Source: an optimization exercise on an open RTL-to-GDS flow (aim: small area). Production flows keep margins and buffers that such runs may drop.
RTL that was checked went through simulation tests only; none was proved equivalent to the original.
Power is estimated from default activity; no workload was simulated.

== old ==
==> flow/design.v (excerpt) <==
module blockGame(board_clk, rst, VGA_R, VGA_G, VGA_B, hsync, vsync, clk, blank_n, up, down, left, right, levelselect1, levelselect2);
==> flow/config.mk <==
export PLATFORM = sky130hd
export DESIGN_NAME = blockGame
export DESIGN_NICKNAME = blockGame
export VERILOG_FILES = /design/flow/design.v
export SDC_FILE = /design/flow/constraint.sdc
export NUM_CORES = 4
export LEC_CHECK = 0
export CAP_MARGIN = 20
export CORE_MARGIN = 2
export CORE_UTILIZATION = 40
export CTS_CLUSTER_DIAMETER = 100
export CTS_CLUSTER_SIZE = 30
export SLEW_MARGIN = 20
==> flow/constraint.sdc <==
create_clock -name core_clock -period 10.0 [get_ports {board_clk}]
set_input_delay 2.0000 -clock core_clock [delete_from_list [all_inputs] [get_ports {board_clk}]]
set_output_delay 2.0000 -clock core_clock [all_outputs]
set_load 0.01 [all_outputs]
run.sh (not shown) runs the stock make flow with config.mk's settings and CLKGATE_MAP_FILE= SYNTH_SCRIPT=/design/flow/synth_recipe.tcl, a recipe that flattens the netlist after the stock synthesis.
Input-level comparison between new and old:
- CAP_MARGIN now 0, was 20
- CORE_UTILIZATION now 60, was 40
- CTS_BUF_LIST now sky130_fd_sc_hd__clkbuf_8, previously not set
- SLEW_MARGIN now 0, was 20
- CTS_CLUSTER_DIAMETER no longer set, was 100
==> comparison <==
- Re final cell count: new is 4.3% down on old.
- Re number of tap cells inserted: new and old aren't equal, and the lower value belongs to new.
- new — part of the power in combinational logic 1.5 points lower, old as reference
- Taking old as the reference, in new post-placement worst setup slack -0.050 ns, maximum clock frequency -5.2%, placeable core region -33%, routing usage on met2 +16 points, leakage component of the power +about 4.7%.
- Result: PASS for each of new and old
- The lower via count of new and old is in old.
- Between old and new, the flow reports initial DRC count decreasing by a few percent.
No functional check of the RTL was part of any run of this note.


blockGame, a different RTL version from the one above (not shown whole).
Size: ~1600 cells after synthesis, about 210 flip-flops, roughly 36 I/O pins, about 14000 um^2 of cells after synthesis.
// blockGame
module blockGame(board_clk, rst, VGA_R, VGA_G, VGA_B, hsync, vsync, clk, blank_n, up, down, left, right, levelselect1, levelselect2);
input board_clk, rst;
input up, down, left, right;
input levelselect1, levelselect2;
output hsync, vsync, clk, blank_n;
output [7:0] VGA_R, VGA_G, VGA_B;
function automatic inxc(input [9:0] xx, input [9:0] b, input [9:0] w);
	inxc = (xx > b) && (xx < b + w);
endfunction
function automatic inx(input [9:0] xx, input [9:0] b, input [9:0] w);
	reg [10:0] c; reg [9:0] d; integer i;
	begin
		c[0] = 1'b0;
		for (i = 0; i < 10; i = i + 1) begin
			d[i] = xx[i] ^ ~b[i] ^ c[i];
			c[i+1] = (xx[i] & ~b[i]) | (xx[i] & c[i]) | (~b[i] & c[i]);
		end
		inx = c[10] && (d < w - 10'd1);
	end
endfunction
function automatic [9:0] add10(input [9:0] p, input [9:0] q);
	reg c; integer i;
	begin
		c = 1'b0;
		for (i = 0; i < 10; i = i + 1) begin
			add10[i] = p[i] ^ q[i] ^ c;
			c = (p[i] & q[i]) | (p[i] & c) | (q[i] & c);
		end
	end
endfunction
  ...
export LEC_CHECK = 0
export CAP_MARGIN = 20
export CORE_MARGIN = 2
export CORE_UTILIZATION = 40
export SLEW_MARGIN = 20
create_clock -name core_clock -period 10.0 [get_ports {board_clk}]
standard.sh (not shown) runs the stock make flow with config.mk's settings and CLKGATE_MAP_FILE= SYNTH_SCRIPT=/design/flow/synth_recipe.tcl, a recipe that flattens the netlist after the stock synthesis.
==> flow/flow/run.sh <==
#!/bin/bash
# The standard layout (standard.sh), with two changes to how it is made:
#  - the port buffers use the smallest buffer cell (buf_1) instead of ORFS's default choice;
#  - clock tree synthesis clusters up to 16 flip-flops within 60 um per clkbuf_8 buffer and inserts no
#    dummy loads (the same arguments ORFS passes otherwise).
# The make output goes to standard.log in this folder; ORFS keeps each step's own log
# under orfs/logs.
set -euo pipefail
export BUFFER_PORTS_ARGS="-buffer_cell sky130_fd_sc_hd__buf_1"
export CTS_ARGS="-sink_clustering_enable -repair_clock_nets -sink_clustering_size 16 -sink_clustering_max_diameter 60 -dont_use_dummy_load -buf_list sky130_fd_sc_hd__clkbuf_8"
bash standard.sh > standard.log 2>&1
The starting point finished with timing, DRC and antenna clean.
Edit:
--- a/flow/flow/run.sh
+++ b/flow/flow/run.sh
@@ -4 +4 @@
-#  - clock tree synthesis clusters up to 16 flip-flops within 60 um per clkbuf_8 buffer and inserts no
+#  - clock tree synthesis clusters up to 25 flip-flops per leaf buffer and inserts no
@@ -10 +10 @@
-export CTS_ARGS="-sink_clustering_enable -repair_clock_nets -sink_clustering_size 16 -sink_clustering_max_diameter 60 -dont_use_dummy_load -buf_list sky130_fd_sc_hd__clkbuf_8"
+export CTS_ARGS="-sink_clustering_enable -repair_clock_nets -sink_clustering_size 25 -sink_clustering_max_diameter 90 -dont_use_dummy_load"
- worst setup slack is better by 0.065 ns
- cell area stays flat
- fmax grows slightly
- synthesized cell count stays the same

-- afterwards: timing with drivers on the ports --
How much do the figures lean on ideal ports? The routed layouts below were timed once more, with nothing changed but the port constraints. Step 1 assumes that a clkbuf_16 drives the clock port and a buf_2 every other input. Step 2 times the ports against the registers' clock, not the clock port: input delays grow and output delays shrink by t, the midpoint of the rising clock arrivals with the driver on. a / b / c = ideal / step 1 / step 2; a / b = the first two.
run | shift t [ns] | slack for setup (ns) | latest minus earliest clock arrival (ns)
old | 0.552 | 4.958 / 4.958 / 4.958 | 0.026 / 0.026
new | 0.599 | 4.682 / 4.682 / 4.682 | 0.026 / 0.026
the first run of note 2 | 0.592 | 4.621 / 4.621 / 4.621 | 0.094 / 0.094
the second run of note 2 | 0.509 | 4.685 / 4.685 / 4.685 | 0.024 / 0.024
After both steps every run listed still meets setup and hold.
